What follows belongs to an exercise in optimizing a design on an open flow for small area and a short achievable clock period; a production flow would make more cautious choices. Function was checked by simulation only, so behaviour that the tests miss may differ from the original. No activity file was given, so power comes from the tool's default toggle rates.

File: config.mk
export PLATFORM = sky130hd
export DESIGN_NAME = e203_exu_alu_dpath
export DESIGN_NICKNAME = e203_exu_alu_dpath
export VERILOG_FILES = /design/flow/design.v
export SDC_FILE = /design/flow/constraint.sdc
export NUM_CORES = 4
export LEC_CHECK = 0
export CAP_MARGIN = 20
export CORE_MARGIN = 2
export CORE_UTILIZATION = 40
export CTS_BUF_LIST = sky130_fd_sc_hd__clkbuf_8
export SETUP_SLACK_MARGIN = 1.0
export SLEW_MARGIN = 20
File: constraint.sdc
create_clock -name core_clock -period 8.5 [get_ports {clk}]
set_input_delay 1.7000 -clock core_clock [delete_from_list [all_inputs] [get_ports {clk}]]
set_output_delay 1.7000 -clock core_clock [all_outputs]
set_load 0.01 [all_outputs]
File: design.v
module sirv_gnrl_dffl # (
  parameter DW = 32
)(
  input lden,
  input [DW-1:0] dnxt,
  output [DW-1:0] qout,
  input clk
);
reg [DW-1:0] qout_r;
always @(posedge clk) begin: DFFL_PROC
  if (lden == 1'b1)
    qout_r <= dnxt;
end
assign qout = qout_r;
endmodule
module e203_exu_alu_dpath(
  input alu_req_alu,
  input alu_req_alu_add,
  input alu_req_alu_sub,
  input alu_req_alu_xor,
  input alu_req_alu_sll,
  input alu_req_alu_srl,
  input alu_req_alu_sra,
  input alu_req_alu_or,
  input alu_req_alu_and,
  input alu_req_alu_slt,
  input alu_req_alu_sltu,
  input alu_req_alu_lui,
  input [32-1:0] alu_req_alu_op1,
  input [32-1:0] alu_req_alu_op2,
  output [32-1:0] alu_req_alu_res,
  input bjp_req_alu,
  input [32-1:0] bjp_req_alu_op1,
  input [32-1:0] bjp_req_alu_op2,
  input bjp_req_alu_cmp_eq,
  input bjp_req_alu_cmp_ne,
  input bjp_req_alu_cmp_lt,
  input bjp_req_alu_cmp_gt,
  input bjp_req_alu_cmp_ltu,
  input bjp_req_alu_cmp_gtu,
  input bjp_req_alu_add,
  output bjp_req_alu_cmp_res,
  output [32-1:0] bjp_req_alu_add_res,
  input agu_req_alu,
  input [32-1:0] agu_req_alu_op1,
  input [32-1:0] agu_req_alu_op2,
  input agu_req_alu_swap,
  input agu_req_alu_add,
  input agu_req_alu_and,
  input agu_req_alu_or,
  input agu_req_alu_xor,
  input agu_req_alu_max,
  input agu_req_alu_min,
  input agu_req_alu_maxu,
  input agu_req_alu_minu,
  output [32-1:0] agu_req_alu_res,
  input agu_sbf_0_ena,
  input [32-1:0] agu_sbf_0_nxt,
  output [32-1:0] agu_sbf_0_r,
  input agu_sbf_1_ena,
  input [32-1:0] agu_sbf_1_nxt,
  output [32-1:0] agu_sbf_1_r,
  input clk,
  input rst_n
);
localparam W = 32;
wire alu = alu_req_alu;
wire bjp = bjp_req_alu;
wire agu = agu_req_alu;
wire op_sub = (alu & (alu_req_alu_sub | alu_req_alu_slt | alu_req_alu_sltu))
            | (bjp & ~bjp_req_alu_add)
            | (agu & (agu_req_alu_max | agu_req_alu_min | agu_req_alu_maxu | agu_req_alu_minu));
wire e_c = (alu & (alu_req_alu_add | alu_req_alu_sub | alu_req_alu_lui))
         | (bjp & bjp_req_alu_add)
         | (agu & (agu_req_alu_add | agu_req_alu_swap));
wire op_or  = (alu & alu_req_alu_or)  | (agu & agu_req_alu_or);
wire op_and = (alu & alu_req_alu_and) | (agu & agu_req_alu_and);
wire op_xor = (alu & alu_req_alu_xor) | (agu & agu_req_alu_xor);
wire e_g = op_or | op_and;
wire e_p = ~(e_c | op_or | op_xor);
wire op_unsigned = (alu & alu_req_alu_sltu)
                 | (bjp & (bjp_req_alu_cmp_ltu | bjp_req_alu_cmp_gtu))
                 | (agu & (agu_req_alu_maxu | agu_req_alu_minu));
wire op_slt  = alu & (alu_req_alu_slt | alu_req_alu_sltu);
wire op_maxs = agu & (agu_req_alu_max | agu_req_alu_maxu);
wire op_mins = agu & (agu_req_alu_min | agu_req_alu_minu);
wire a_alu = alu & ~alu_req_alu_lui;
wire a_agu = agu & ~agu_req_alu_swap;
wire [W-1:0] a = ({W{a_alu}} & alu_req_alu_op1) | ({W{bjp}} & bjp_req_alu_op1) | ({W{a_agu}} & agu_req_alu_op1);
wire [W-1:0] b = ({W{alu}} & alu_req_alu_op2) | ({W{bjp}} & bjp_req_alu_op2) | ({W{agu}} & agu_req_alu_op2);
wire [W-1:0] bx = b ^ {W{op_sub}};
wire [W-1:0] p  = a ^ bx;
wire [W-1:0] g  = a & bx;
wire [W-1:0] G0 = {g[W-1:1], g[0] | (p[0] & op_sub)};
wire [W-1:0] P0 = p;
wire [W-1:0] Gout;
genvar lv, i;
wire pg_g0_1 = G0[1] | (P0[1] & G0[0]);
wire pg_g0_3 = G0[3] | (P0[3] & G0[2]);
wire pg_p0_3 = P0[3] & P0[2];
wire pg_g0_5 = G0[5] | (P0[5] & G0[4]);
wire pg_p0_5 = P0[5] & P0[4];
wire pg_g0_7 = G0[7] | (P0[7] & G0[6]);
wire pg_p0_7 = P0[7] & P0[6];
wire pg_g0_9 = G0[9] | (P0[9] & G0[8]);
wire pg_p0_9 = P0[9] & P0[8];
wire pg_g0_11 = G0[11] | (P0[11] & G0[10]);
wire pg_p0_11 = P0[11] & P0[10];
wire pg_g0_13 = G0[13] | (P0[13] & G0[12]);
wire pg_p0_13 = P0[13] & P0[12];
wire pg_g0_15 = G0[15] | (P0[15] & G0[14]);
wire pg_p0_15 = P0[15] & P0[14];
wire pg_g0_17 = G0[17] | (P0[17] & G0[16]);
wire pg_p0_17 = P0[17] & P0[16];
wire pg_g0_19 = G0[19] | (P0[19] & G0[18]);
wire pg_p0_19 = P0[19] & P0[18];
wire pg_g0_21 = G0[21] | (P0[21] & G0[20]);
wire pg_p0_21 = P0[21] & P0[20];
wire pg_g0_23 = G0[23] | (P0[23] & G0[22]);
wire pg_p0_23 = P0[23] & P0[22];
wire pg_g0_25 = G0[25] | (P0[25] & G0[24]);
wire pg_p0_25 = P0[25] & P0[24];
wire pg_g0_27 = G0[27] | (P0[27] & G0[26]);
wire pg_p0_27 = P0[27] & P0[26];
wire pg_g0_29 = G0[29] | (P0[29] & G0[28]);
wire pg_p0_29 = P0[29] & P0[28];
wire pg_g0_31 = G0[31] | (P0[31] & G0[30]);
wire pg_p0_31 = P0[31] & P0[30];
wire pg_g1_3 = pg_g0_3 | (pg_p0_3 & pg_g0_1);
wire pg_g1_7 = pg_g0_7 | (pg_p0_7 & pg_g0_5);
wire pg_p1_7 = pg_p0_7 & pg_p0_5;
wire pg_g1_11 = pg_g0_11 | (pg_p0_11 & pg_g0_9);
wire pg_p1_11 = pg_p0_11 & pg_p0_9;
wire pg_g1_15 = pg_g0_15 | (pg_p0_15 & pg_g0_13);
wire pg_p1_15 = pg_p0_15 & pg_p0_13;
wire pg_g1_19 = pg_g0_19 | (pg_p0_19 & pg_g0_17);
wire pg_p1_19 = pg_p0_19 & pg_p0_17;
wire pg_g1_23 = pg_g0_23 | (pg_p0_23 & pg_g0_21);
wire pg_p1_23 = pg_p0_23 & pg_p0_21;
wire pg_g1_27 = pg_g0_27 | (pg_p0_27 & pg_g0_25);
wire pg_p1_27 = pg_p0_27 & pg_p0_25;
wire pg_g1_31 = pg_g0_31 | (pg_p0_31 & pg_g0_29);
wire pg_p1_31 = pg_p0_31 & pg_p0_29;
wire pg_g2_7 = pg_g1_7 | (pg_p1_7 & pg_g1_3);
wire pg_g2_15 = pg_g1_15 | (pg_p1_15 & pg_g1_11);
wire pg_p2_15 = pg_p1_15 & pg_p1_11;
wire pg_g2_23 = pg_g1_23 | (pg_p1_23 & pg_g1_19);
wire pg_p2_23 = pg_p1_23 & pg_p1_19;
wire pg_g2_31 = pg_g1_31 | (pg_p1_31 & pg_g1_27);
wire pg_p2_31 = pg_p1_31 & pg_p1_27;
wire pg_g3_15 = pg_g2_15 | (pg_p2_15 & pg_g2_7);
wire pg_g3_31 = pg_g2_31 | (pg_p2_31 & pg_g2_23);
wire pg_p3_31 = pg_p2_31 & pg_p2_23;
wire pg_g4_31 = pg_g3_31 | (pg_p3_31 & pg_g3_15);
wire pg_g5_23 = pg_g2_23 | (pg_p2_23 & pg_g3_15);
wire pg_g6_11 = pg_g1_11 | (pg_p1_11 & pg_g2_7);
wire pg_g6_19 = pg_g1_19 | (pg_p1_19 & pg_g3_15);
wire pg_g6_27 = pg_g1_27 | (pg_p1_27 & pg_g5_23);
wire pg_g7_5 = pg_g0_5 | (pg_p0_5 & pg_g1_3);
wire pg_g7_9 = pg_g0_9 | (pg_p0_9 & pg_g2_7);
wire pg_g7_13 = pg_g0_13 | (pg_p0_13 & pg_g6_11);
wire pg_g7_17 = pg_g0_17 | (pg_p0_17 & pg_g3_15);
wire pg_g7_21 = pg_g0_21 | (pg_p0_21 & pg_g6_19);
wire pg_g7_25 = pg_g0_25 | (pg_p0_25 & pg_g5_23);
wire pg_g7_29 = pg_g0_29 | (pg_p0_29 & pg_g6_27);
wire pg_g8_2 = G0[2] | (P0[2] & pg_g0_1);
wire pg_g8_4 = G0[4] | (P0[4] & pg_g1_3);
wire pg_g8_6 = G0[6] | (P0[6] & pg_g7_5);
wire pg_g8_8 = G0[8] | (P0[8] & pg_g2_7);
wire pg_g8_10 = G0[10] | (P0[10] & pg_g7_9);
wire pg_g8_12 = G0[12] | (P0[12] & pg_g6_11);
wire pg_g8_14 = G0[14] | (P0[14] & pg_g7_13);
wire pg_g8_16 = G0[16] | (P0[16] & pg_g3_15);
wire pg_g8_18 = G0[18] | (P0[18] & pg_g7_17);
wire pg_g8_20 = G0[20] | (P0[20] & pg_g6_19);
wire pg_g8_22 = G0[22] | (P0[22] & pg_g7_21);
wire pg_g8_24 = G0[24] | (P0[24] & pg_g5_23);
wire pg_g8_26 = G0[26] | (P0[26] & pg_g7_25);
wire pg_g8_28 = G0[28] | (P0[28] & pg_g6_27);
wire pg_g8_30 = G0[30] | (P0[30] & pg_g7_29);
assign Gout[0] = G0[0];
assign Gout[1] = pg_g0_1;
assign Gout[2] = pg_g8_2;
assign Gout[3] = pg_g1_3;
assign Gout[4] = pg_g8_4;
assign Gout[5] = pg_g7_5;
assign Gout[6] = pg_g8_6;
assign Gout[7] = pg_g2_7;
assign Gout[8] = pg_g8_8;
assign Gout[9] = pg_g7_9;
assign Gout[10] = pg_g8_10;
assign Gout[11] = pg_g6_11;
assign Gout[12] = pg_g8_12;
assign Gout[13] = pg_g7_13;
assign Gout[14] = pg_g8_14;
assign Gout[15] = pg_g3_15;
assign Gout[16] = pg_g8_16;
assign Gout[17] = pg_g7_17;
assign Gout[18] = pg_g8_18;
assign Gout[19] = pg_g6_19;
assign Gout[20] = pg_g8_20;
assign Gout[21] = pg_g7_21;
assign Gout[22] = pg_g8_22;
assign Gout[23] = pg_g5_23;
assign Gout[24] = pg_g8_24;
assign Gout[25] = pg_g7_25;
assign Gout[26] = pg_g8_26;
assign Gout[27] = pg_g6_27;
assign Gout[28] = pg_g8_28;
assign Gout[29] = pg_g7_29;
assign Gout[30] = pg_g8_30;
assign Gout[31] = pg_g4_31;
wire [W:0] c = {Gout, op_sub};
wire [W-1:0] x = (c[W-1:0] & {W{e_c}}) | (g & {W{e_g}}) | (p & {W{e_p}});
wire [W-1:0] sum_res = p ^ x;
wire ult = ~c[W];
wire lt  = ult ^ (~op_unsigned & (a[W-1] ^ b[W-1]));
wire eq  = &p;
assign bjp_req_alu_cmp_res = (bjp_req_alu_cmp_eq & eq)
                           | (bjp_req_alu_cmp_ne & ~eq)
                           | ((bjp_req_alu_cmp_lt | bjp_req_alu_cmp_ltu) & lt)
                           | ((bjp_req_alu_cmp_gt | bjp_req_alu_cmp_gtu) & ~lt);
wire sel_a = (op_maxs & ~lt) | (op_mins & lt);
wire sel_b = (op_maxs & lt) | (op_mins & ~lt);
wire [W-1:0] mm_res = (a & {W{sel_a}}) | (b & {W{sel_b}});
wire [4:0] sh = alu_req_alu_op2[4:0];
wire [W-1:0] sh_res;
e203_alu_shifter u_sh(.alu(alu), .sll(alu_req_alu_sll), .srl(alu_req_alu_srl), .sra(alu_req_alu_sra),
                      .a(alu_req_alu_op1), .sh(sh), .sh_res(sh_res));
assign alu_req_alu_res     = sum_res | sh_res | {{W-1{1'b0}}, op_slt & lt};
assign agu_req_alu_res     = sum_res | mm_res;
assign bjp_req_alu_add_res = sum_res;
sirv_gnrl_dffl #(W) sbf_0_dffl(agu_sbf_0_ena, agu_sbf_0_nxt, agu_sbf_0_r, clk);
sirv_gnrl_dffl #(W) sbf_1_dffl(agu_sbf_1_ena, agu_sbf_1_nxt, agu_sbf_1_r, clk);
endmodule
module e203_alu_shifter(
  input alu, input sll, input srl, input sra,
  input [31:0] a, input [4:0] sh,
  output [31:0] sh_res
);
localparam W = 32;
genvar lv, i;
wire op_sll = alu & sll;
wire op_shift = alu & (sll | srl | sra);
wire op_right = alu & (srl | sra);
wire fill = alu & sra & a[W-1];
wire [W-1:0] shin;
generate for (i = 0; i < W; i = i + 1) begin : g_rin
  assign shin[i] = op_right ? a[W-1-i] : a[i];
end endgenerate
wire [W-1:0] sl [0:5];
assign sl[0] = shin;
generate
  for (lv = 0; lv < 5; lv = lv + 1) begin : g_sl
    assign sl[lv+1] = sh[lv] ? {sl[lv][W-1-(1<<lv):0], {(1<<lv){fill}}} : sl[lv];
  end
endgenerate
generate for (i = 0; i < W; i = i + 1) begin : g_rout
  assign sh_res[i] = op_shift & (op_right ? sl[5][W-1-i] : sl[5][i]);
end endgenerate
endmodule
File: flow/run.sh
#!/bin/bash
# Layout flow: the standard flow (standard.sh) with two changes:
#  - synthesis is the standard script (synth_recipe.tcl: same passes, then
#    flatten and renames) except for the ABC mapping scripts (see synth.tcl);
#  - every port gets a buffer, as standard, but the plain buf_1 rather than
#    the delay cell buffer_ports picks by default.
set -euo pipefail
HERE=$(pwd)
export BUFFER_PORTS_ARGS="-buffer_cell sky130_fd_sc_hd__buf_1"
export MY_ABC_SCRIPT="$HERE/flow/abc.script"
if [[ -f "$HERE/flow/abc_sh.script" ]]; then
  export MY_ABC_SCRIPT_SH="$HERE/flow/abc_sh.script"
  export SYNTH_KEEP_MODULES="e203_alu_shifter"
fi
make -C "$FLOW_HOME" DESIGN_CONFIG="$HERE/config.mk" WORK_HOME="$HERE/orfs" CLKGATE_MAP_FILE= \
  SYNTH_SCRIPT="$HERE/flow/synth.tcl" synth > "$HERE/synth_make.log" 2>&1
unset SYNTH_KEEP_MODULES MY_ABC_SCRIPT MY_ABC_SCRIPT_SH
bash standard.sh > "$HERE/standard_flow.log" 2>&1
File: flow/abc.script
strash
dch
map
buffer
upsize
dnsize
File: flow/abc_sh.script
strash
&get -n
&fraig -x
&put
scorr
dc2
strash
&get -n
&dch -f
&nf -R 1000
&put
buffer
upsize
dnsize
File: flow/synth.tcl
# synth_recipe.tcl, with ABC's mapping script replaced: flow/abc.script for the
# top module and, when the design keeps a shifter module apart
# (SYNTH_KEEP_MODULES), flow/abc_sh.script for that module. Everything is
# flattened at the end exactly as synth_recipe.tcl does.
proc synth {args} { yosys synth -nofsm -noshare {*}$args }
proc abc {args} {
  set i [lsearch -exact $args -script]
  set top $args
  lset top [expr {$i + 1}] $::env(MY_ABC_SCRIPT)
  if {[info exists ::env(MY_ABC_SCRIPT_SH)] && [info exists ::env(SYNTH_KEEP_MODULES)]} {
    set sh $args
    lset sh [expr {$i + 1}] $::env(MY_ABC_SCRIPT_SH)
    foreach m $::env(SYNTH_KEEP_MODULES) { yosys abc {*}$sh $m }
    yosys abc {*}$top $::env(DESIGN_NAME)
  } else {
    yosys abc {*}$top
  }
}
source $::env(SCRIPTS_DIR)/synth.tcl
# left out here: clear keep_hierarchy, flatten, clean up, hide names made inside functions, write 1_2_yosys.v
File: standard.sh
#!/bin/bash
# synth_recipe.tcl (not shown) runs the flow's synth.tcl, then flattens the netlist and writes it again
# the make line also repeats each setting of config.mk as NAME=value (left out here)
make -C /OpenROAD-flow-scripts/flow DESIGN_CONFIG=/design/flow/config.mk WORK_HOME=/design/flow/orfs CLKGATE_MAP_FILE= SYNTH_SCRIPT=/design/flow/synth_recipe.tcl "${@:-finish}"
==> impl_results.md, run 1 <==
- Outcome: complete, no violations
- Multiplexer area fraction after synthesis: 5.77%
- Netlist cell types: 62
- Setup bufs post-CTS: 0
- Mapped Cells: 1237
- Most common cell after layout, fill and taps aside: buf_1
- Leakage: 4.31 nW
- Max frequency: 137 MHz
- Die Area: 22300 µm²
- Initial Util: 40.5%
- Critical Path Sink Type: output pin
- Routability cong.: just under 1
- WL/cell: 21.2 µm
- Rel. slew slack: a little over a quarter
- Clock sinks: 64
- CTS Hold Bufs: 0
- Rows: 53
- Cts bufs inserted: 9
- Final period util: 85.9%
- CTS tree: built
- Register area share after synthesis: 22.7%
- DRT Pass-1 Iters: 5
- Worst-path clk slew: 0.07 ns
- Routed WL: 40900 µm
- Crit. Startpoint: bjp_req_alu
- Synth area leaders: edfxtp_1 23%, nand2_1 13%, o21ai_0 6.9%
- Compound-Gate Fraction of Synth Area: 28.8%
- Drt first-iter violations: 994
- Overflow after GRT: 0
- Post-Synth Simple-Gate Area: a little over a quarter
- CP arrival: about 5.6 ns
- Synth warnings: 2
- Pre-CTS setup slack: 0.695 ns
- EDFF count, synth: 64
- Setup_tns: 0 ns
- Final Hold Violating Endpoints: 0
- Core ar.: ~21000 µm²
- Clk buf depth: 2
- Syn Area/Cell: about 6.8 µm²
- Adder-cell area share of the yosys netlist: 4.74%
- Synth Area in XOR/XNOR: 4.04%
- Max_cap viols: 0
- Actual slew at the worst max-slew pin: 1.11 ns
- Layout cells sized above 1: 6.30%
- Most frequent cells in the layout: 444 x buf_1, 291 x nand2_1, 130 x nor2_1, 116 x o21ai_0, 85 x a21oi_1
- Synth Register Bits: 64
- Vias in the first global route: 9768
- Via count: 10779
- Min Hold Slack: 1.52 ns
- First-pass GRT wire length: 57900 µm
- Initial antenna violation count: 1
- Synth Cell Area: 8450 µm²
- Largest family of logic cells by synthesized area: compound AO/OA/AOI/OAI gates
- Area share of the largest cell type after synthesis: 22.7%
- Root buf cell: clkbuf_8
- Top_reg_cell synth: edfxtp_1
- Peak supply drop: 0.000107 V
- Layout area overhead: 25.4%
- I/O Buffers: 449
- Largest area contributor in the netlist: edfxtp_1
- Slack of the critical path: 1.20 ns
- Hold_sp: agu_sbf_0_nxt[26]
- Max Slew Vio Count: 0
- Routed Antenna Nets: 0
- Critical path peak fanout: 53
- Post-synth ARST share: 0%
- Worst endpoint required time: a little under 7 ns
- Io pins: between 400 and 500
- Fin nets: 1968
- Pwr Total: 1.86 mW
- Final core utilization: 50.8%
- Largest net degree at the start of global routing: 54
- Vias per inst: 5.60
- Placed wire-length estimate: 33600 µm
- Die X: around 150 µm
- Pwr dens: 175 nW/µm²
- H-tree depth: 3
- Unrepaired setup endpoints after global routing: true
- # setup viols final: 0
- Critical path type: in2out
- Gr usage total: ~35%
- Chip height: around 150 µm
- Worst Hold Class: in2reg
- Setup crit start kind: primary input
- Post-route minimum period: 7.30 ns
- Mapped Nets: about 1600
- Remaining DRCs: 0
[flip-flops by register name, summed over array words and instances, names as in the netlist]
name,cells
sbf_0_dffl.qout_r,32
sbf_1_dffl.qout_r,32
[stage by stage]
stage / instances / instance area (µm²)
2_1_floorplan: 1237 / 8450
3_3_place_gp: 1909 / 10300
3_5_place_dp: 1909 / 10300
4_1_cts: 1925 / 10600
5_1_grt: 1926 / 10600
6_report: 1926 / 10600
[where the power goes]
part	leakage, nW	switching (mW)	internal, mW
sequential	0.626	0.00695	0.375
combinational	3.59	0.832	0.394
clock	0.0925	0.116	0.133
total	4.31	0.954	0.902
[what timing repair did]
action	4_1_cts	5_1_grt
gates cloned	1	0
pin swaps	1	1
resized for setup	3	9
endpoints found under the setup margin	32	47
[synth_stat cells (4+ instances only)]
library cell / number
nand3_1: 40
inv_1: 73
o21ai_1: 4
edfxtp_1: 64
o31ai_1: 5
o211ai_1: 9
o22ai_1: 7
nand3b_1: 12
a22oi_1: 70
nand4_1: 4
o21a_1: 18
buf_6: 4
a211oi_1: 6
nor3_1: 10
a21oi_1: 86
a22oi_2: 10
o21ai_0: 117
mux2i_1: 45
buf_1: 6
nand2_1: 293
or2_2: 17
ha_1: 32
nor2_1: 132
clkbuf_1: 49
xor2_1: 38
o21bai_1: 4
buf_4: 6
a221oi_1: 6
buf_2: 11
or3_1: 4
o2111ai_1: 6
[per-layer routing]
layer  global-route usage [%]  wire length [µm]  vias to the layer above
met5                        0                 0                        -
met4                     12.6              1520                        0
met3                     8.20              3560                       83
met2                     55.6             18800                      562
met1                     45.3             17000                     4970
li1                         -                 -                     5164
[cells by family (layout without fill, tap and decap cells)]
kind of cell               after synthesis  count (layout)
and+or+nand+nor                        529             529
AOI/OAI and AO/OA                      374             375
buffers and inverters                  151             563
DFF                                     64              64
muxes                                   48              48
xor gates and xnor gates                39              39
adders and majority gates               32              32
other                                    0               1
[worst paths after layout]
kind,endpoint,slack [ns],cells past startpoint
hold / removal,sbf_0_dffl.qout_r[26],1.52,1
setup / recovery,agu_req_alu_res[23],1.20,20
[cell type report]
class	instances	area, µm²
tap	275	344
timing repair buffer	473	1890
clock buffer	9	124
multi-input combinational	1023	5970
fill	2234	10300
antenna	1	2.50
sequential	64	1920
inverter	75	282
clock inverter	6	62.6
[Yosys stat by module, one instance, submodules excluded]
module              times used  cells  flops+latches  cell area, µm²
e203_exu_alu_dpath           1    803             64            6170
e203_alu_shifter             1    434              0            2290
[critical path: stages]
cell and delay (ns):
clkbuf_2 0.09, buf_4 0.31, a22oi_1 0.54, nand2_1 0.28, ha_1 0.40, a21oi_1 0.20
o21ai_0 0.10, a21oi_1 0.18, nor2_1 0.07, nor2_1 0.09, inv_1 0.09, a221oi_4 0.31
nand2_2 0.11, nand2_2 0.08, nand2_2 0.12, o21ai_4 0.17, buf_12 0.24, nand2_1 0.08
o2111ai_1 0.16, buf_1 0.23
==> inputs of run 2 (changes only) <==
--- a/config.mk
+++ b/config.mk
@@ -11,3 +11,3 @@
 export CTS_BUF_LIST = sky130_fd_sc_hd__clkbuf_8
-export SETUP_SLACK_MARGIN = 1.0
+export SETUP_SLACK_MARGIN = 1.5
 export SLEW_MARGIN = 20
==> impl_results.md, run 2 <==
- Min Hold Slack: approximately 1.5 ns
- Netlist cell types: 62
- Worst endpoint required time: 6.80 ns
- Routability cong.: 0.989
- First-pass GRT wire length: 58500 µm
- Leakage: 4.51 nW
- Outcome: complete, no violations
- Hold path cells: 1
- Initial antenna violation count: 0
- Pwr dens: roughly 170 nW/µm²
- Top_reg_cell synth: edfxtp_1
- Fin nets: 1994
- Layout area overhead: 32.4%
- Slack of the critical path: between 1.5 and 2 ns
- Critical Path Sink Type: output pin
- Pwr Total: roughly 1.9 mW
- Largest area contributor in the netlist: edfxtp_1
- Commonest cells post-synth: 293 x nand2_1, 132 x nor2_1, 117 x o21ai_0, 86 x a21oi_1, 73 x inv_1
- CP arrival: 5.26 ns
- Post-route minimum period: a little under 7 ns
- Slowest cell delay on critical path: ~0.34 ns
- Unrepaired setup endpoints after global routing: false
- Largest net degree at the start of global routing: 54
- # setup viols final: 0
- Max frequency: 144 MHz
- Syn Area/Cell: 6.83 µm²
- WL/cell: 21.7 µm
- DRT Pass-1 Iters: 6
- Area share of the largest cell type after synthesis: around 23%
- Routed WL: 42300 µm
- Setup crit start kind: primary input
- Initial Util: 40.5%
- Crit path max-delay family: compound AO/OA/AOI/OAI gates
- Rel. slew slack: about two fifths
- N_diodes: 0
- Drt first-iter violations: 1000
- Most common cell after layout, fill and taps aside: buf_1
- CTS tree: built
- Root buf cell: clkbuf_8
- Mapped Cells: between 1000 and 1500
- Worst Hold Class: in2reg
- Worst-path clk slew: 0.07 ns
- Final Hold Violating Endpoints: 0
- Vias per inst: 5.67
- Routed Antenna Nets: 0
- Io pins: ~450
- Rows: 53
- Die Area: 22300 µm²
- EDFF count, synth: 64
- Most frequent cell after synthesis: nand2_1
- Synth Register Bits: 64
- Pre-CTS setup slack: 0.695 ns
- Layout cells sized above 1: 11.0%
- Metal-1 WL: 17100 µm
- Synth warnings: 2
- Actual slew at the worst max-slew pin: 0.886 ns
- Setup_tns: 0 ns
- Placed wire-length estimate: 33600 µm
- Via count: 11053
- H-tree depth: 3
- Mapped Nets: between 1500 and 2000
- Highest metal used: met4
- Biggest regs: sbf_0_dffl.qout_r (32), sbf_1_dffl.qout_r (32)
- Gr usage total: between 30% and 40%
- Fillcell total: 2170
- Crit. Startpoint: agu_req_alu_maxu
- Register area share after synthesis: 22.7%
- Synth Cell Area: roughly 8500 µm²
- Max_cap viols: 0
- Crit path top cell by count: nand2_4
- Overflow after GRT: 0
- Max Slew Vio Count: 0
- Final core utilization: 53.6%
- Most frequent cells in the layout: 438 x buf_1, 281 x nand2_1, 128 x nor2_1, 113 x o21ai_0, 77 x a21oi_1
- Met2 wire len: approximately 20000 µm
- Post-synth ARST share: 0%
- Critical-path cell list: buf_1 > o21ai_4 > o21a_1 > nand2_4 > buf_12 > buf_6 > xor2_1 > ha_1 > inv_1 > o21ai_0 > a21oi_1 > a21boi_4 > o21bai_4 > nand3_4 > nand2_2 > nand2_4 > nand2_4 > o21ai_4 > buf_12 > nand2_1 > o2111ai_1 > buf_2
- Peak supply drop: 0.000107 V
- Die X: roughly 150 µm
- WL met3: between 3000 and 4000 µm
- Hold_sp: agu_sbf_0_nxt[26]
- Critical path type: in2out
- Synth area leaders: edfxtp_1 23%, nand2_1 13%, o21ai_0 6.9%
- Cts bufs inserted: 9
- Buf/Inv on CP: 6
- Core ar.: 20900 µm²
- Clk buf depth: 2
- Final period util: 81.9%
- Critical path peak fanout: 8
- Vias in the first global route: roughly 9800
- Critical path's slowest cell: o21ai_4
- Clock sinks: 64
- Remaining DRCs: 0
- I/O Buffers: about 450
- Worst min-delay path endpoint: sbf_0_dffl.qout_r[26]
- Chip height: 149 µm
[run 2: area by class of cell]
| cell class | count | area, µm² | area share [%] |
|---|---|---|---|
| inverter | 75 | 282 | 2.52 |
| clock inverter | 6 | 62.6 | 0.559 |
| tap | 275 | 344 | 3.07 |
| sequential | 64 | 1920 | 17.2 |
| clock buffer | 9 | 124 | 1.11 |
| timing repair buffer | 498 | 2210 | 19.7 |
| multi-input combinational | 1024 | 6250 | 55.8 |
[run 2: logic make-up (layout without fill, tap and decap cells)]
kind of cell | Yosys count | count (layout) | share of synthesized area (%)
AO/OA/AOI/OAI | 374 | 376 | 28.8
XOR/XNOR | 39 | 39 | 4.04
adder cells (fa/ha/maj) | 32 | 32 | 4.74
buffers and inverters | 151 | 588 | 7.49
flip-flops | 64 | 64 | 22.7
multiplexers | 48 | 48 | 5.77
AND/OR/NAND/NOR | 529 | 529 | 26.4
[run 2: per-module statistics from Yosys (local to each module, per instance)]
module / cells inside / flops+latches / cell area (µm²) / times used
e203_alu_shifter: 434 / 0 / 2290 / 1
e203_exu_alu_dpath: 803 / 64 / 6170 / 1
[run 2: worst max-delay path by stage]
stage / endpoint / slack, ns / depth (start not counted)
after floorplan: agu_req_alu_res[19] / 1.92 / 20
after global placement: agu_req_alu_res[23] / 0.80 / 18
after detailed placement: agu_req_alu_res[23] / 0.70 / 18
after CTS: agu_req_alu_res[23] / 1.50 / 20
after global routing: agu_req_alu_res[23] / 1.46 / 21
final: agu_req_alu_res[23] / 1.54 / 22
[run 2: stage by stage]
stage / cells / cell area [µm²]
6_report: 1951 / 11200
4_1_cts: 1928 / 10700
2_1_floorplan: 1237 / 8450
5_1_grt: 1951 / 11200
3_5_place_dp: 1909 / 10300
3_3_place_gp: 1909 / 10300
[run 2: layer usage]
metal,GRT usage (%),up-vias
li1,-,5224
met1,45.1,5137
met2,57.3,606
met3,8.38,86
met4,10.9,0
met5,0,-
[run 2: timing repair]
item,in CTS,in global routing
hold buffers,0,0
buffers inserted,2,20
gates resized for setup,18,87
endpoints found under the setup margin,78,79
pin swaps,2,22
gates cloned,2,3
[run 2: power by group]
group / leakage [nW] / switching [mW] / internal [mW]
registers: 0.626 / 0.00696 / 0.375
clock network: 0.0925 / 0.116 / 0.133
logic: 3.79 / 0.869 / 0.442
total: 4.51 / 0.993 / 0.949
==> inputs of run 3 (changes only) <==
--- a/config.mk
+++ b/config.mk
@@ -11,3 +11,5 @@
 export CTS_BUF_LIST = sky130_fd_sc_hd__clkbuf_8
-export SETUP_SLACK_MARGIN = 1.5
+export CTS_CLUSTER_DIAMETER = 200
+export CTS_CLUSTER_SIZE = 32
+export SETUP_SLACK_MARGIN = 1.2
 export SLEW_MARGIN = 20
==> impl_results.md, run 3 <==
- Outcome: complete, no violations
- Synth area leaders: edfxtp_1 23%, nand2_1 13%, o21ai_0 6.9%
- Peak supply drop: between 0.0001 and 0.00015 V
- Synth Register Bits: 64
- Placed wire-length estimate: 33600 µm
- Cts bufs inserted: 9
- Routability cong.: 0.989
- Combinational share of power: roughly two thirds
- Actual slew at the worst max-slew pin: 0.970 ns
- Fin nets: 1970
- Most common cell after layout, fill and taps aside: buf_1
- Drt first-iter violations: between 900 and 1000
- First-pass GRT wire length: 58600 µm
- N_diodes: 0
- Critical Path Sink Type: output pin
- CP arrival: 5.42 ns
- Max frequency: ~140 MHz
- Pre-CTS setup slack: 0.695 ns
- Root buf cell: clkbuf_8
- Pwr dens: 175 nW/µm²
- Layout area overhead: 26.0%
- Routed WL: 41100 µm
- Mapped Nets: roughly 1600
- Routed Antenna Nets: 0
- Synth warnings: 2
- Most frequent cells in the layout: 444 x buf_1, 292 x nand2_1, 130 x nor2_1, 117 x o21ai_0, 84 x a21oi_1
- Min Hold Slack: 1.52 ns
- Setup crit start kind: primary input
- DRT Pass-1 Iters: 6
- Synth Cell Area: 8450 µm²
- CTS tree: built
- Clock sinks: 64
- Netlist cell types: 62
- Worst Hold Class: in2reg
- Top_reg_cell synth: edfxtp_1
- # setup viols final: 0
- Rel. slew slack: 35.3%
- Core ar.: 20900 µm²
- Final core utilization: 51.0%
- Final Hold Violating Endpoints: 0
- Slack of the critical path: roughly 1.4 ns
- Fillcell total: 2238
- Register area share after synthesis: 22.7%
- EDFF count, synth: 64
- Mapped Cells: around 1200
- Post-route minimum period: 7.12 ns
- Commonest cells post-synth: 293 x nand2_1, 132 x nor2_1, 117 x o21ai_0, 86 x a21oi_1, 73 x inv_1
- Chip height: between 100 and 150 µm
- Io pins: around 450
- Die X: 149 µm
- Most frequent cell after synthesis: nand2_1
- Final period util: 83.7%
- Via count: 10853
- Overflow after GRT: 0
- Worst setup endpoint: agu_req_alu_res[6]
- Die Area: 22300 µm²
- Worst-path clk slew: around 0.080 ns
- I/O Buffers: 449
- Max Slew Vio Count: 0
- Layout cells sized above 1: 6.60%
- Initial antenna violation count: 0
- Initial Util: 40.5%
- Syn Area/Cell: roughly 7 µm²
- Worst endpoint required time: 6.80 ns
- Post-synth ARST share: 0%
- Largest net degree at the start of global routing: 54
- Critical path type: in2out
- Clock Power Share: a little over an eighth
- Critical path peak fanout: 13
- Clk buf depth: 2
- CTS Hold Bufs: 0
- Setup_tns: 0 ns
- Area share of the largest cell type after synthesis: 22.7%
- Remaining DRCs: 0
- Crit. Startpoint: agu_req_alu_minu
- Gr usage total: 34.8%
- Biggest regs: sbf_0_dffl.qout_r (32), sbf_1_dffl.qout_r (32)
- Sw Ratio: 51.4%
- Rows: between 50 and 60
- Largest area contributor in the netlist: edfxtp_1
- Vias in the first global route: 9778
- Vias per inst: between 5 and 6
- Cell internal pwr: 0.905 mW
- Leakage: 4.32 nW
- Max_cap viols: 0
- WL/cell: 21.3 µm
- Unrepaired setup endpoints after global routing: true
- Sequential power share: 20.5%
- H-tree depth: 3
- Sw Pwr: 0.956 mW
[run 3: cell count changes in the layout (fill, tap and decap cells not counted), moves of 5 or more]
cell and delta:
ha_1 +8, a22oi_2 -6, buf_1 +6, nand2_1 +11
xor2_1 +5, a21oi_2 -7, nand2_2 -9, a21oi_1 +7
buf_4 -15, a22oi_1 +6, xor2_2 -5
[run 3: worst min path at each step]
stage	from	to	slack (ns)	cells after the start
4_1_cts	agu_sbf_0_nxt[26]	sbf_0_dffl.qout_r[26]	1.51	1
5_1_grt	agu_sbf_0_nxt[21]	sbf_0_dffl.qout_r[21]	1.50	1
6_report	agu_sbf_0_nxt[8]	sbf_0_dffl.qout_r[8]	1.52	1
2_1_floorplan	agu_sbf_0_nxt[0]	sbf_0_dffl.qout_r[0]	1.80	0
3_5_place_dp	agu_sbf_0_nxt[12]	sbf_0_dffl.qout_r[12]	1.87	1
3_3_place_gp	agu_sbf_0_nxt[19]	sbf_0_dffl.qout_r[19]	1.87	1
[run 3: what timing repair did]
item                                   4_1_cts  5_1_grt
pin swaps                                    1        1
gates resized for setup                      6       15
setup endpoints to repair                   46       67
endpoints found under the hold margin        0        0
gates cloned                                 2        0
setup buffers                                0        1
[run 3: power by group through the flow]
stage / logic, mW / registers, mW / clock network [mW]
CTS: 1.21 / 0.382 / 0.253
finish: 1.23 / 0.382 / 0.248
detailed placement: 1.18 / 0.389 / 0
global route: 1.32 / 0.384 / 0.269
global placement: 1.18 / 0.388 / 0
floorplan: 0.705 / 0.402 / 0
[run 3: kinds of logic after synthesis]
kind of cell	after synthesis	synth area share, %
AND/OR/NAND/NOR	529	26.4
AO/OA/AOI/OAI	374	28.8
buffers and inverters	151	7.49
flip-flops	64	22.7
multiplexers	48	5.77
XOR/XNOR	39	4.04
adder cells (fa/ha/maj)	32	4.74
[run 3: Yosys stat by module (local to each module, per instance)]
module	cells	cell area [µm²]	times used
e203_exu_alu_dpath	803	6170	1
e203_alu_shifter	434	2290	1
[run 3: cell type report]
| cell class | count | area (µm²) | area share [%] |
|---|---|---|---|
| Inverter | 75 | 282 | 2.64 |
| Multi-Input combinational cell | 1024 | 6000 | 56.3 |
| Clock inverter | 6 | 62.6 | 0.587 |
| Tap cell | 275 | 344 | 3.23 |
| Timing Repair Buffer | 474 | 1920 | 18.0 |
| Sequential cell | 64 | 1920 | 18.0 |
| Clock buffer | 9 | 124 | 1.16 |
[run 3: critical path, stage by stage]
cell and delay (ns):
buf_1 0.11, o21ai_2 0.27, o211a_4 0.24, nand2_4 0.13, buf_4 0.25, xor2_1 0.17
ha_1 0.35, nand2_1 0.09, nor3_1 0.29, nand4_1 0.24, o21bai_4 0.24, nand3_2 0.13
nand2_2 0.10, nand2_1 0.07, nand3_1 0.21, o21a_2 0.41, a21oi_1 0.14, nand2_1 0.08
buf_1 0.18
[run 3: metrics by stage]
step,total power [mW],instances,area (µm²)
after floorplan,1.11,1237,8450
after global placement,1.56,1909,10300
after detailed placement,1.57,1909,10300
after CTS,1.84,1926,10600
after global routing,1.98,1927,10700
final,1.86,1927,10700
[run 3: per-layer routing]
layer / wire (µm) / up-vias / GRT usage (%) / share of wire, %
met5: 0 / - / 0 / 0
li1: - / 5174 / - / -
met4: 1000 / 0 / 7.71 / 2.4
met1: 17000 / 5079 / 46.3 / 41
met2: 19500 / 537 / 58.5 / 47
met3: 3600 / 63 / 6.85 / 8.8
==> inputs of run 4 (changes only) <==
==> flow/abc.script (replaced) <==
strash
dch -f
map
topo
buffer
upsize
dnsize
--- a/config.mk
+++ b/config.mk
@@ -11,4 +11,2 @@
 export CTS_BUF_LIST = sky130_fd_sc_hd__clkbuf_8
-export CTS_CLUSTER_DIAMETER = 200
-export CTS_CLUSTER_SIZE = 32
 export SETUP_SLACK_MARGIN = 1.2
==> impl_results.md, run 4 <==
- Core ar.: 20800 µm²
- Actual slew at the worst max-slew pin: 1.08 ns
- Post-synth ARST share: 0%
- Overflow after GRT: 0
- Remaining DRCs: 0
- Syn Area/Cell: 6.70 µm²
- Mapped Nets: ~1600
- Critical path peak fanout: 23
- Synth area leaders: edfxtp_1 23%, nand2_1 13%, a22oi_1 6.5%
- Pwr Total: 1.80 mW
- Most common cell after layout, fill and taps aside: buf_1
- Clk buf depth: 2
- Fillcell total: around 2200
- Min Hold Slack: 1.54 ns
- Most frequent cells in the layout: 444 x buf_1, 290 x nand2_1, 122 x nor2_1, 106 x o21ai_0, 82 x inv_1
- Drt first-iter violations: 861
- Rel. slew slack: 27.9%
- Setup crit start kind: primary input
- Vias per inst: 5.53
- Via count: 10776
- Multi-input logic area: 5930 µm²
- Vias in the first global route: 9799
- Routed WL: around 40000 µm
- Register area: 1920 µm²
- CP arrival: approximately 5.4 ns
- WL/cell: 20.8 µm
- Worst endpoint required time: 6.80 ns
- Unrepaired setup endpoints after global routing: false
- EDFF count, synth: 64
- Outcome: complete, no violations
- Netlist cell types: 59
- First-pass GRT wire length: 57700 µm
- Clock sinks: 64
- Final period util: a little over four fifths
- Layout area overhead: 26.1%
- Placed cell areas: just over 10000 µm²
- CTS Hold Bufs: 0
- Fin nets: 1990
- Die Area: around 22000 µm²
- Biggest regs: sbf_0_dffl.qout_r (32), sbf_1_dffl.qout_r (32)
- Worst Hold Class: in2reg
- Worst-path clk slew: ~0.070 ns
- H-tree depth: 3
- Register area share after synthesis: 22.8%
- Placed wire-length estimate: between 30000 and 40000 µm
- Mapped Cells: ~1300
- Peak supply drop: 0.000106 V
- Rows: between 50 and 60
- Post-route minimum period: 7.12 ns
- Synth Cell Area: ~8400 µm²
- Most frequent cell after synthesis: nand2_1
- DRT Pass-1 Iters: 7
- Synth warnings: 2
- Area share of the largest cell type after synthesis: 22.8%
- Largest area contributor in the netlist: edfxtp_1
- Final Hold Violating Endpoints: 0
- Root buf cell: clkbuf_8
- Layout cells sized above 1: around 5.4%
- Io pins: around 450
- Final core utilization: about half
- Initial antenna violation count: 1
- Critical path type: in2out
- Die X: around 150 µm
- Cts bufs inserted: 9
- Gr usage total: 34.3%
- # setup viols final: 0
- Final instance area: 10600 µm²
- Initial Util: 40.4%
- Critical Path Sink Type: output pin
- Setup_tns: 0 ns
- Pwr dens: around 170 nW/µm²
- Max frequency: 140 MHz
- CTS tree: built
- I/O Buffers: 449
- Top_reg_cell synth: edfxtp_1
- Largest net degree at the start of global routing: 50
- Setup bufs post-CTS: 0
- Routed Antenna Nets: 0
- Max_cap viols: 0
- Leakage: 4.38 nW
- Max Slew Vio Count: 0
- Chip height: around 150 µm
- Synth Register Bits: 64
- Commonest cells post-synth: 293 x nand2_1, 123 x nor2_1, 106 x o21ai_0, 80 x inv_1
- Routability cong.: 0.986
run 4: cell types whose count changed after synthesis, moves of 4 or more:
| cell | change |
|---|---|
| a21oi_1 | -11 |
| nor2_1 | -9 |
| a22oi_2 | -10 |
| o21ai_0 | -11 |
| nand3_1 | +35 |
| buf_2 | +7 |
| nor3_1 | +5 |
| nand4_1 | +12 |
| a221oi_1 | -4 |
| inv_1 | +7 |
| o21ai_1 | +4 |
run 4: power breakdown:
group	internal (mW)	total, mW	leakage (nW)	switching [mW]
combinational	0.390	1.21	3.67	0.819
sequential	0.375	0.381	0.626	0.00612
clock	0.100	0.207	0.0889	0.107
run 4: final timing paths:
path	endpoint	depth (start not counted)	start	slack, ns
max	agu_req_alu_res[17]	19	alu_req_alu	1.38
min	sbf_0_dffl.qout_r[4]	1	agu_sbf_0_nxt[4]	1.54
run 4: repair_timing:
item / 4_1_cts / 5_1_grt
setup endpoints to repair: 26 / 29
gates resized for setup: 6 / 16
pin swaps: 0 / 2
run 4: worst max-delay path: stages:
cell      delay (ns)
clkbuf_2        0.10
inv_1           0.14
nor2_4          0.11
buf_4           0.20
a22oi_1         0.46
nand2_1         0.21
ha_1            0.37
inv_1           0.06
nor2_1          0.23
nand3_1         0.11
nor2_1          0.33
nand3_1         0.21
nand3_1         0.23
nand3b_1        0.17
nand2_4         0.19
buf_8           0.22
nand2_1         0.07
nand3_1         0.12
buf_1           0.18
run 4: through the flow:
step / instances / setup WS, ns
after floorplan: 1256 / 2.05
after global routing: 1948 / 1.17
after detailed placement: 1932 / 0.910
after CTS: 1947 / 1.21
final: 1948 / 1.38
after global placement: 1932 / 0.928
run 4: cell type report:
| type | instances | area share [%] |
|---|---|---|
| diodes | 1 | 0.0236 |
| clock inverters | 6 | 0.283 |
| clock buffers | 9 | 1.17 |
| multi-input cells | 1032 | 55.9 |
| well taps | 275 | 3.24 |
| repair buffers | 480 | 18.5 |
| inverters | 81 | 2.86 |
| flip-flops and latches | 64 | 18.1 |
run 4: cell families after synthesis:
group	Yosys count	share of synthesized area, %
compound gates	345	25.9
xor+xnor	42	4.37
fa+ha+maj	32	4.76
buf+inv	160	7.80
flops	64	22.8
mux	48	5.80
simple gates	565	28.5
run 4: metal layers:
layer / up-vias / global-route usage, % / share of wire, %
li1: 5235 / - / -
met2: 557 / 55.9 / 47
met4: 0 / 11.9 / 3.5
met3: 64 / 9.20 / 9.9
met5: - / 0 / 0
met1: 4920 / 43.9 / 40
run 4: per-module statistics from Yosys (local to each module, per instance):
module	flip-flops and latches	copies in the design	cell area [µm²]
e203_exu_alu_dpath	64	1	6130
e203_alu_shifter	0	1	2290
==> inputs of run 5 (changes only) <==
==> flow/abc.script (replaced) <==
strash
dch
map
buffer
upsize
dnsize
==> impl_results.md, run 5 <==
- Rel. slew slack: 35.3%
- H-tree depth: 3
- Register area share after synthesis: approximately 23%
- Critical Path Sink Type: output pin
- Largest area contributor in the netlist: edfxtp_1
- Drt first-iter violations: 947
- Hold_sp: agu_sbf_0_nxt[8]
- WL/cell: 21.3 µm
- Largest net degree at the start of global routing: 54
- Rows: 53
- Crit path max-delay family: simple AND/OR/NAND/NOR gates
- # setup viols final: 0
- Synth area leaders: edfxtp_1 23%, nand2_1 13%, o21ai_0 6.9%
- Layout area overhead: 26.0%
- Pwr Total: 1.86 mW
- Worst endpoint required time: around 6.8 ns
- Chip height: 149 µm
- Most frequent cell after synthesis: nand2_1
- Leakage: 4.32 nW
- Cts bufs inserted: 9
- Biggest regs: sbf_0_dffl.qout_r (32), sbf_1_dffl.qout_r (32)
- N_diodes: 0
- Core ar.: 20900 µm²
- Fin nets: roughly 2000
- Critical-path cell list: buf_1 > o21ai_2 > o211a_4 > nand2_4 > buf_4 > xor2_1 > ha_1 > nand2_1 > nor3_1 > nand4_1 > o21bai_4 > nand3_2 > nand2_2 > nand2_1 > nand3_1 > o21a_2 > a21oi_1 > nand2_1 > buf_1
- Crit. Startpoint: agu_req_alu_minu
- Final Hold Violating Endpoints: 0
- Clock sinks: 64
- Peak supply drop: 0.000108 V
- Netlist cell types: a little over 60
- Final period util: 83.7%
- Layout cells sized above 1: 6.60%
- I/O Buffers: 449
- Gr usage total: 34.8%
- Setup crit start kind: primary input
- Die Area: 22300 µm²
- Critical path type: in2out
- Remaining DRCs: 0
- Routed WL: roughly 41000 µm
- Critical path peak fanout: 13
- Max frequency: 140 MHz
- Vias per inst: around 5.6
- Worst-path clk slew: 0.08 ns
- Unrepaired setup endpoints after global routing: true
- Most common cell after layout, fill and taps aside: buf_1
- Min Hold Slack: 1.52 ns
- Post-route minimum period: 7.12 ns
- Synth Register Bits: between 60 and 70
- Die X: 149 µm
- Vias in the first global route: 9778
- Top_reg_cell synth: edfxtp_1
- Most frequent cells in the layout: 444 x buf_1, 292 x nand2_1, 130 x nor2_1, 117 x o21ai_0, 84 x a21oi_1
- Synth Cell Area: approximately 8500 µm²
- Outcome: complete, no violations
- Overflow after GRT: 0
- Synth warnings: 2
- Syn Area/Cell: 6.83 µm²
- Fillcell total: 2238
- CP arrival: 5.42 ns
- Worst Hold Class: in2reg
- Area share of the largest cell type after synthesis: 22.7%
- Via count: roughly 11000
- Mapped Nets: between 1500 and 2000
- Slowest cell delay on critical path: 0.41 ns
- Root buf cell: clkbuf_8
- Crit path top cell by count: nand2_1
- EDFF count, synth: 64
- CTS tree: built
- Placed wire-length estimate: between 30000 and 40000 µm
- Setup_tns: 0 ns
- Mapped Cells: 1237
- Commonest cells post-synth: 293 x nand2_1, 132 x nor2_1, 117 x o21ai_0, 86 x a21oi_1, 73 x inv_1
- Initial antenna violation count: 0
- First-pass GRT wire length: 58600 µm
- Io pins: 451
- Buf/Inv on CP: 3
- Pwr dens: 175 nW/µm²
- Actual slew at the worst max-slew pin: between 0.9 and 1 ns
- DRT Pass-1 Iters: 6
- Routability cong.: 0.989
- Max Slew Vio Count: 0
- Routed Antenna Nets: 0
- Post-synth ARST share: 0%
- Initial Util: between 40% and 50%
- Critical path's slowest cell: o21a_2
- Clk buf depth: 2
- Max_cap viols: 0
==> run 5: timing repair <==
item	in CTS	in global routing
setup buffers	0	1
hold buffers	0	0
gates resized for setup	6	15
setup endpoints to repair	46	67
gates cloned	2	0
hold endpoints to repair	0	0
pin swaps	1	1
==> run 5: area by class of cell <==
| cell class | count | area, µm² | share of cell area (%) |
|---|---|---|---|
| sequential | 64 | 1920 | 18.0 |
| inverter | 75 | 282 | 2.64 |
| clock buffer | 9 | 124 | 1.16 |
| clock inverter | 6 | 62.6 | 0.587 |
| multi-input combinational | 1024 | 6000 | 56.3 |
| timing repair buffer | 474 | 1920 | 18.0 |
| tap | 275 | 344 | 3.23 |
==> run 5: per-stage QoR <==
| stage | worst slack [ns] | instance area, µm² | util, % | cells |
|---|---|---|---|---|
| 2_1_floorplan | 1.92 | 8450 | - | 1237 |
| 3_3_place_gp | 0.800 | 10300 | 49.5 | 1909 |
| 3_5_place_dp | 0.695 | 10300 | 49.5 | 1909 |
| 4_1_cts | 1.18 | 10600 | 50.7 | 1926 |
| 5_1_grt | 1.18 | 10700 | 51.0 | 1927 |
| 6_report | 1.38 | 10700 | 51.0 | 1927 |
==> run 5: report_power, final <==
| part | switching [mW] | internal [mW] | total (mW) |
|---|---|---|---|
| Sequential | 0.00696 | 0.375 | 0.382 |
| Combinational | 0.833 | 0.397 | 1.23 |
| Clock | 0.115 | 0.133 | 0.248 |
| Total | 0.956 | 0.905 | 1.86 |
==> run 5: modules after synthesis, one instance, submodules excluded <==
module	area, µm²	cells	times used	flip-flops and latches
e203_alu_shifter	2290	434	1	0
e203_exu_alu_dpath	6170	803	1	64
==> run 5: layer usage <==
layer / track usage, % / vias up / wire length, µm / part of all wire [%]
met5: 0 / - / 0 / 0
met4: 7.71 / 0 / 1000 / 2.4
met3: 6.85 / 63 / 3600 / 8.8
met2: 58.5 / 537 / 19500 / 47
met1: 46.3 / 5079 / 17000 / 41
li1: - / 5174 / - / -
==> run 5: cell families after synthesis <==
logic type                 share of synthesized area (%)
and+or+nand+nor                                     26.4
AOI/OAI and AO/OA                                   28.8
buffers and inverters                               7.49
DFF                                                 22.7
muxes                                               5.77
xor gates and xnor gates                            4.04
adders and majority gates                           4.74
==> run 5: path summary, 6_finish.rpt <==
check	end	slack (ns)	depth (start not counted)
min	sbf_0_dffl.qout_r[8]	1.52	1
max	agu_req_alu_res[6]	1.38	19
==> inputs of run 6 (changes only) <==
==> flow/abc.script (replaced) <==
strash
dch
amap
buffer
upsize
dnsize
--- a/config.mk
+++ b/config.mk
@@ -11,3 +11,3 @@
 export CTS_BUF_LIST = sky130_fd_sc_hd__clkbuf_8
-export SETUP_SLACK_MARGIN = 1.2
+export SETUP_SLACK_MARGIN = 1.0
 export SLEW_MARGIN = 20
==> impl_results.md, run 6 <==
- Placed cell areas: approximately 10000 µm²
- Most frequent cell after synthesis: nor2_1
- Clk buf depth: 2
- Post-synth ARST share: 0%
- Hold path cells: 1
- Outcome: complete, no violations
- Via count: 10999
- # setup viols final: 0
- Fin nets: 1901
- WL/cell: 23.9 µm
- Chip height: between 100 and 150 µm
- Non-Filler Instances: 1846
- Slack of the critical path: 0.655 ns
- Routed WL: 44200 µm
- Final instance area: around 11000 µm²
- First-pass GRT wire length: 61000 µm
- Gr usage total: 40.3%
- Rows: 50
- Final period util: 92.3%
- Leakage: 4.41 nW
- Critical path's slowest cell: a2111oi_4
- Largest net degree at the start of global routing: 50
- Largest area contributor in the netlist: edfxtp_1
- Drt first-iter violations: 1932
- Initial antenna violation count: 2
- Setup crit start kind: primary input
- Mapped Nets: about 1400
- Setup_tns: 0 ns
- Core ar.: 18900 µm²
- Cts bufs inserted: 9
- Synth area leaders: edfxtp_1 25%, nor2_1 11%, a222oi_1 10%
- Final Hold Violating Endpoints: 0
- Biggest regs: sbf_0_dffl.qout_r (32), sbf_1_dffl.qout_r (32)
- Overflow after GRT: 0
- I/O Buffers: 449
- Min Hold Slack: 1.51 ns
- Remaining DRCs: 0
- Unrepaired setup endpoints after global routing: true
- Max Slew Vio Count: 0
- EDFF count, synth: 64
- Layout area overhead: 41.5%
- Initial Util: between 40 and 50%
- Worst-path clk slew: 0.08 ns
- Syn Area/Cell: approximately 7 µm²
- Io pins: 451
- Final core utilization: approximately three fifths
- Worst endpoint required time: 6.80 ns
- Pre-CTS setup slack: approximately 0.41 ns
- Actual slew at the worst max-slew pin: roughly 1.2 ns
- Post-route minimum period: 7.85 ns
- Slowest cell delay on critical path: 0.33 ns
- Placed wire-length estimate: 35400 µm
- Max frequency: 127 MHz
- Layout cells sized above 1: 16.7%
- DRT Pass-1 Iters: 14
- Critical Path Sink Type: output pin
- Worst Hold Class: in2reg
- Multi-input logic area: 5460 µm²
- H-tree depth: 3
- Most frequent cells in the layout: 404 x buf_1, 219 x nor2_1, 103 x o21ai_0, 97 x buf_4, 90 x a21oi_1
- Critical path type: in2out
- Root buf cell: clkbuf_8
- Mapped Cells: 1087
- Routability cong.: 1.03
- Synth Cell Area: 7760 µm²
- Synth Register Bits: 64
- CP arrival: about 6.2 ns
- Top_reg_cell synth: edfxtp_1
- Commonest cells post-synth: 230 x nor2_1, 112 x o21ai_0, 99 x a21oi_1, 78 x a222oi_1, 73 x inv_1
- Register area: between 1500 and 2000 µm²
- Inst Count DP: 1759
- Most common cell after layout, fill and taps aside: buf_1
- Netlist cell types: 53
- Peak supply drop: 0.000134 V
- Crit path top cell by count: nor2_1
- Die X: 143 µm
- Critical path peak fanout: 8
- Fillcell total: 1972
- Die Area: 20500 µm²
- CTS tree: built
- Pwr dens: 185 nW/µm²
- Vias per inst: 5.96
- Pwr Total: 2.03 mW
- Worst min-delay path endpoint: sbf_1_dffl.qout_r[31]
- CTS Hold Bufs: 0
- Rel. slew slack: about a fifth
- Max_cap viols: 0
- Routed Antenna Nets: 0
- Hold_sp: agu_sbf_1_nxt[31]
- Clock sinks: 64
- Vias in the first global route: ~9800
- Register area share after synthesis: 24.8%
- Synth warnings: 2
- Area share of the largest cell type after synthesis: 24.8%
-- run 6: cell count changes in the layout (fill, tap and decap cells not counted), sizes merged, moves of 38 or more --
cell	before	now
a222oi	0	78
nand2	296	63
nor2	132	230
a22oi	80	3
buf	470	529
xor2	38	0
-- run 6: logic make-up (layout without fill, tap and decap cells) --
group,count (synthesis),after routing,share of synthesized area [%]
AOI/OAI and AO/OA,428,428,36.6
adders and majority gates,32,32,5.16
buffers and inverters,158,655,8.24
DFF,64,64,24.8
muxes,45,45,5.90
other,0,2,0
and+or+nand+nor,360,360,19.3
-- run 6: what timing repair did --
action	4_1_cts	5_1_grt
cloned	4	1
pin swaps	27	18
gates resized for setup	73	54
endpoints found under the setup margin	59	68
buffers inserted	38	26
-- run 6: final cells by class --
type,instances,share of cell area (%)
multi-input combinational,865,49.7
timing repair buffer,560,24.9
sequential,64,17.5
tap,260,2.96
inverter,79,2.75
clock buffer,9,1.13
clock inverter,7,1.08
antenna,2,0.0456
-- run 6: power breakdown --
part / internal (mW) / total, mW / switching (mW) / leakage [nW]
clock: 0.195 / 0.323 / 0.128 / 0.117
sequential: 0.375 / 0.382 / 0.00749 / 0.626
combinational: 0.501 / 1.33 / 0.829 / 3.66
total: 1.07 / 2.03 / 0.964 / 4.41
-- run 6: worst max path at each step --
stage / from / to / slack, ns
detailed placement: bjp_req_alu / alu_req_alu_res[31] / 0.41
CTS: agu_req_alu_minu / agu_req_alu_res[31] / 0.84
finish: agu_req_alu_minu / agu_req_alu_res[2] / 0.65
global route: agu_req_alu_minu / agu_req_alu_res[4] / 0.46
global placement: agu_req_alu / alu_req_alu_res[31] / 0.50
floorplan: agu_req_alu / agu_req_alu_res[31] / 1.08
-- run 6: routing by layer --
layer	part of all wire, %	up-vias	GRT usage (%)	routed length, µm
met1	39	5147	54.7	17300
li1	-	5044	-	-
met2	46	735	63.1	20100
met3	13	73	12.0	5610
met5	0	-	0	0
met4	2.6	0	9.80	1170
-- run 6: critical path: cells and delay by family --
family          cells  cell delay (ns)
fa+ha+maj           1             0.23
buf+inv             7             1.01
simple gates       12             1.03
compound gates     11             2.17
-- run 6: modules after synthesis, one instance, submodules excluded --
module              flops+latches  area (µm²)  times used  cells
e203_alu_shifter                0        2290           1    434
e203_exu_alu_dpath             64        5480           1    653
==> inputs of run 7 (changes only) <==
==> flow/abc.script (replaced) <==
strash
dch -f
map
topo
buffer
upsize
dnsize
--- a/config.mk
+++ b/config.mk
@@ -11,3 +11,3 @@
 export CTS_BUF_LIST = sky130_fd_sc_hd__clkbuf_8
-export SETUP_SLACK_MARGIN = 1.0
+export SETUP_SLACK_MARGIN = 1.3
 export SLEW_MARGIN = 20
==> impl_results.md, run 7 <==
- Outcome: complete, no violations
- Synth Cell Area: 8420 µm²
- Netlist cell types: 59
- Worst min-delay path endpoint: sbf_0_dffl.qout_r[4]
- Critical path peak fanout: 23
- Io pins: 451
- Register area: between 1500 and 2000 µm²
- Post-route minimum period: approximately 7.1 ns
- Largest area contributor in the netlist: edfxtp_1
- Die Area: 22200 µm²
- Worst endpoint required time: 6.80 ns
- Fin nets: around 2000
- Mapped Cells: 1256
- Drt first-iter violations: ~800
- Layout cells sized above 1: 5.68%
- Post-synth ARST share: 0%
- Worst-path clk slew: 0.07 ns
- Crit path top cell by count: nand2_1
- Final period util: 83.6%
- Most common cell after layout, fill and taps aside: buf_1
- CTS tree: built
- Syn Area/Cell: about 6.7 µm²
- Placed cell areas: 10400 µm²
- Multi-input logic area: 5940 µm²
- Initial antenna violation count: 1
- Rows: 53
- Routability cong.: 0.986
- Critical-path cell list: clkbuf_2 > inv_1 > nor2_4 > buf_4 > a22oi_1 > nand2_1 > ha_1 > a21oi_1 > o21ai_0 > nand4_1 > o311ai_0 > a21oi_4 > nand2_1 > nand2_1 > nand3b_1 > nand2_4 > buf_8 > nand2_1 > o2111ai_1 > buf_1
- Leakage: 4.40 nW
- Routed WL: a little over 40000 µm
- Actual slew at the worst max-slew pin: between 1 and 1.5 ns
- Clk buf depth: 2
- Largest net degree at the start of global routing: 50
- Gr usage total: between 30% and 40%
- Remaining DRCs: 0
- Via count: 10810
- WL/cell: slightly above 20 µm
- Hold_sp: agu_sbf_0_nxt[4]
- Root buf cell: clkbuf_8
- Top_reg_cell synth: edfxtp_1
- Final instance area: 10600 µm²
- CP arrival: 5.41 ns
- Worst Hold Class: in2reg
- Clock sinks: 64
- Synth warnings: 2
- Vias per inst: 5.54
- Chip height: between 100 and 150 µm
- Max frequency: 141 MHz
- Max Slew Vio Count: 0
- Synth Register Bits: 64
- Critical path's slowest cell: ha_1
- Peak supply drop: 0.000106 V
- Buf/Inv on CP: 5
- # setup viols final: 0
- Mapped Nets: ~1600
- Overflow after GRT: 0
- I/O Buffers: 449
- Most frequent cells in the layout: 444 x buf_1, 289 x nand2_1, 122 x nor2_1, 106 x o21ai_0, 82 x inv_1
- First-pass GRT wire length: between 50000 and 60000 µm
- Crit path max-delay family: compound AO/OA/AOI/OAI gates
- Register area share after synthesis: between 20% and 30%
- Pwr dens: 169 nW/µm²
- Commonest cells post-synth: 293 x nand2_1, 123 x nor2_1, 106 x o21ai_0, 80 x inv_1
- Slowest cell delay on critical path: 0.40 ns
- Setup crit start kind: primary input
- Rel. slew slack: 26.9%
- Final Hold Violating Endpoints: 0
- Critical Path Sink Type: output pin
- Most frequent cell after synthesis: nand2_1
- Placed wire-length estimate: 33600 µm
- Fillcell total: 2221
- Max_cap viols: 0
- H-tree depth: 3
- Critical path type: in2out
- Vias in the first global route: a little under 10000
- Setup_tns: 0 ns
- Unrepaired setup endpoints after global routing: true
- Initial Util: slightly above 40%
- Biggest regs: sbf_0_dffl.qout_r (32), sbf_1_dffl.qout_r (32)
- Hold path cells: 1
- DRT Pass-1 Iters: 6
- Core ar.: 20800 µm²
- Layout area overhead: 26.5%
- Synth area leaders: edfxtp_1 23%, nand2_1 13%, a22oi_1 6.5%
- Area share of the largest cell type after synthesis: 22.8%
- EDFF count, synth: 64
- Routed Antenna Nets: 0
- Cts bufs inserted: 9
- Die X: 149 µm
-- run 7: cell types whose count changed after synthesis, sizes merged, moves of 15 or more --
| cell | before | now |
|---|---|---|
| a222oi | 78 | 0 |
| nand3 | 10 | 75 |
| a22oi | 3 | 73 |
| nand2 | 63 | 294 |
| or2 | 33 | 17 |
| a21oi | 100 | 78 |
| o22ai | 31 | 8 |
| nor2 | 230 | 123 |
| xor2 | 0 | 41 |
| o21ai | 148 | 116 |
| nand3b | 0 | 15 |
-- run 7: through the flow --
stage / utilization (%) / hold WS (ns) / setup slack, ns / instances / total power, mW
after floorplan: - / 1.80 / 2.05 / 1256 / 1.10
after global placement: 49.7 / 1.87 / 0.928 / 1932 / 1.55
after detailed placement: 49.7 / 1.87 / 0.910 / 1932 / 1.56
after CTS: 50.6 / 1.52 / 1.32 / 1947 / 1.78
after global routing: 51.1 / 1.51 / 1.28 / 1950 / 1.92
final: 51.1 / 1.54 / 1.39 / 1950 / 1.80
-- run 7: report_power, final --
part           switching [mW]  internal, mW
logic                   0.821         0.393
clock network           0.107         0.100
registers             0.00607         0.375
-- run 7: cell type report --
type                            instances  share of cell area [%]
Tap cell                              275                    3.23
Clock inverter                          6                   0.282
Timing Repair Buffer                  482                    18.6
Sequential cell                        64                    18.1
Multi-Input combinational cell       1032                    55.8
Clock buffer                            9                    1.16
Antenna cell                            1                  0.0235
Inverter                               81                    2.86
-- run 7: kinds of logic after synthesis --
| kind of cell | Yosys count | synth area share, % |
|---|---|---|
| DFF | 64 | 22.8 |
| adders and majority gates | 32 | 4.76 |
| muxes | 48 | 5.80 |
| buffers and inverters | 160 | 7.80 |
| AOI/OAI and AO/OA | 345 | 25.9 |
| xor gates and xnor gates | 42 | 4.37 |
| and+or+nand+nor | 565 | 28.5 |
-- run 7: how the worst max path moves through the flow --
stage / slack (ns) / cells past startpoint / startpoint / end
4_1_cts: 1.32 / 18 / agu_req_alu_min / agu_req_alu_res[27]
3_5_place_dp: 0.91 / 19 / agu_req_alu_min / agu_req_alu_res[31]
5_1_grt: 1.28 / 20 / alu_req_alu / agu_req_alu_res[17]
3_3_place_gp: 0.93 / 19 / agu_req_alu_min / agu_req_alu_res[31]
2_1_floorplan: 2.05 / 19 / agu_req_alu_max / agu_req_alu_res[19]
6_report: 1.39 / 20 / alu_req_alu / agu_req_alu_res[27]
-- run 7: modules after synthesis, one instance, submodules excluded --
module / cells inside / flip-flops and latches / times used / area, µm²
e203_alu_shifter: 434 / 0 / 1 / 2290
e203_exu_alu_dpath: 822 / 64 / 1 / 6130
-- run 7: metal layers --
| layer | GRT usage (%) | wire length [µm] | vias up |
|---|---|---|---|
| met5 | 0 | 0 | - |
| met4 | 11.9 | 1410 | 0 |
| met3 | 9.20 | 3790 | 66 |
| met2 | 55.9 | 18900 | 518 |
| met1 | 43.9 | 16500 | 4986 |
| li1 | - | - | 5240 |
-- run 7: what timing repair did --
| item | 4_1_cts | 5_1_grt |
|---|---|---|
| endpoints found under the setup margin | 28 | 34 |
| gates resized for setup | 8 | 17 |
| pin swaps | 0 | 2 |
| cloned | 0 | 0 |
| hold buffers | 0 | 0 |
| buffers inserted | 0 | 2 |

[static timing again, ports no longer ideal]
In the flow no input, the clock included, has a driving cell. The finished layouts below were timed again as built, in two steps.
Step 1 (the two cells are an assumption about what drives the block):
set clk [get_ports {clk}]
set_driving_cell -lib_cell sky130_fd_sc_hd__clkbuf_16 $clk
set_driving_cell -lib_cell sky130_fd_sc_hd__buf_2 [delete_from_list [all_inputs] $clk]
Step 2 adds t to the input delays and takes it off the output delays; t is the mean of the earliest and latest rising clock arrival at the registers after step 1. Input paths then give back, and output paths get back, about the clock's delay inside the block.
a / b / c = ideal / step 1 / step 2; a / b = the first two.
run | t, ns | slack for setup (ns) | latest minus earliest clock arrival (ns) | worst slew at a driven data input, ns | pins driven straight from the clock port
run 1 | 0.365 | 1.201 / 1.176 / 1.176 | 0.009 / 0.009 | 0.07 | 1
run 2 | 0.365 | 1.540 / 1.517 / 1.517 | 0.009 / 0.009 | 0.08 | 1
run 3 | 0.363 | 1.382 / 1.361 / 1.361 | 0.010 / 0.011 | 0.08 | 1
run 4 | 0.354 | 1.378 / 1.352 / 1.352 | 0.009 / 0.009 | 0.07 | 1
run 5 | 0.363 | 1.382 / 1.361 / 1.361 | 0.010 / 0.011 | 0.08 | 1
run 6 | 0.377 | 0.655 / 0.621 / 0.621 | 0.011 / 0.011 | 0.09 | 1
run 7 | 0.354 | 1.394 / 1.369 / 1.369 | 0.008 / 0.007 | 0.08 | 1
After both steps setup and hold are still met in every run listed. The setup slack of run 6, which loses most, moves by -0.034 ns with the drivers and by -0.034 ns with both steps.
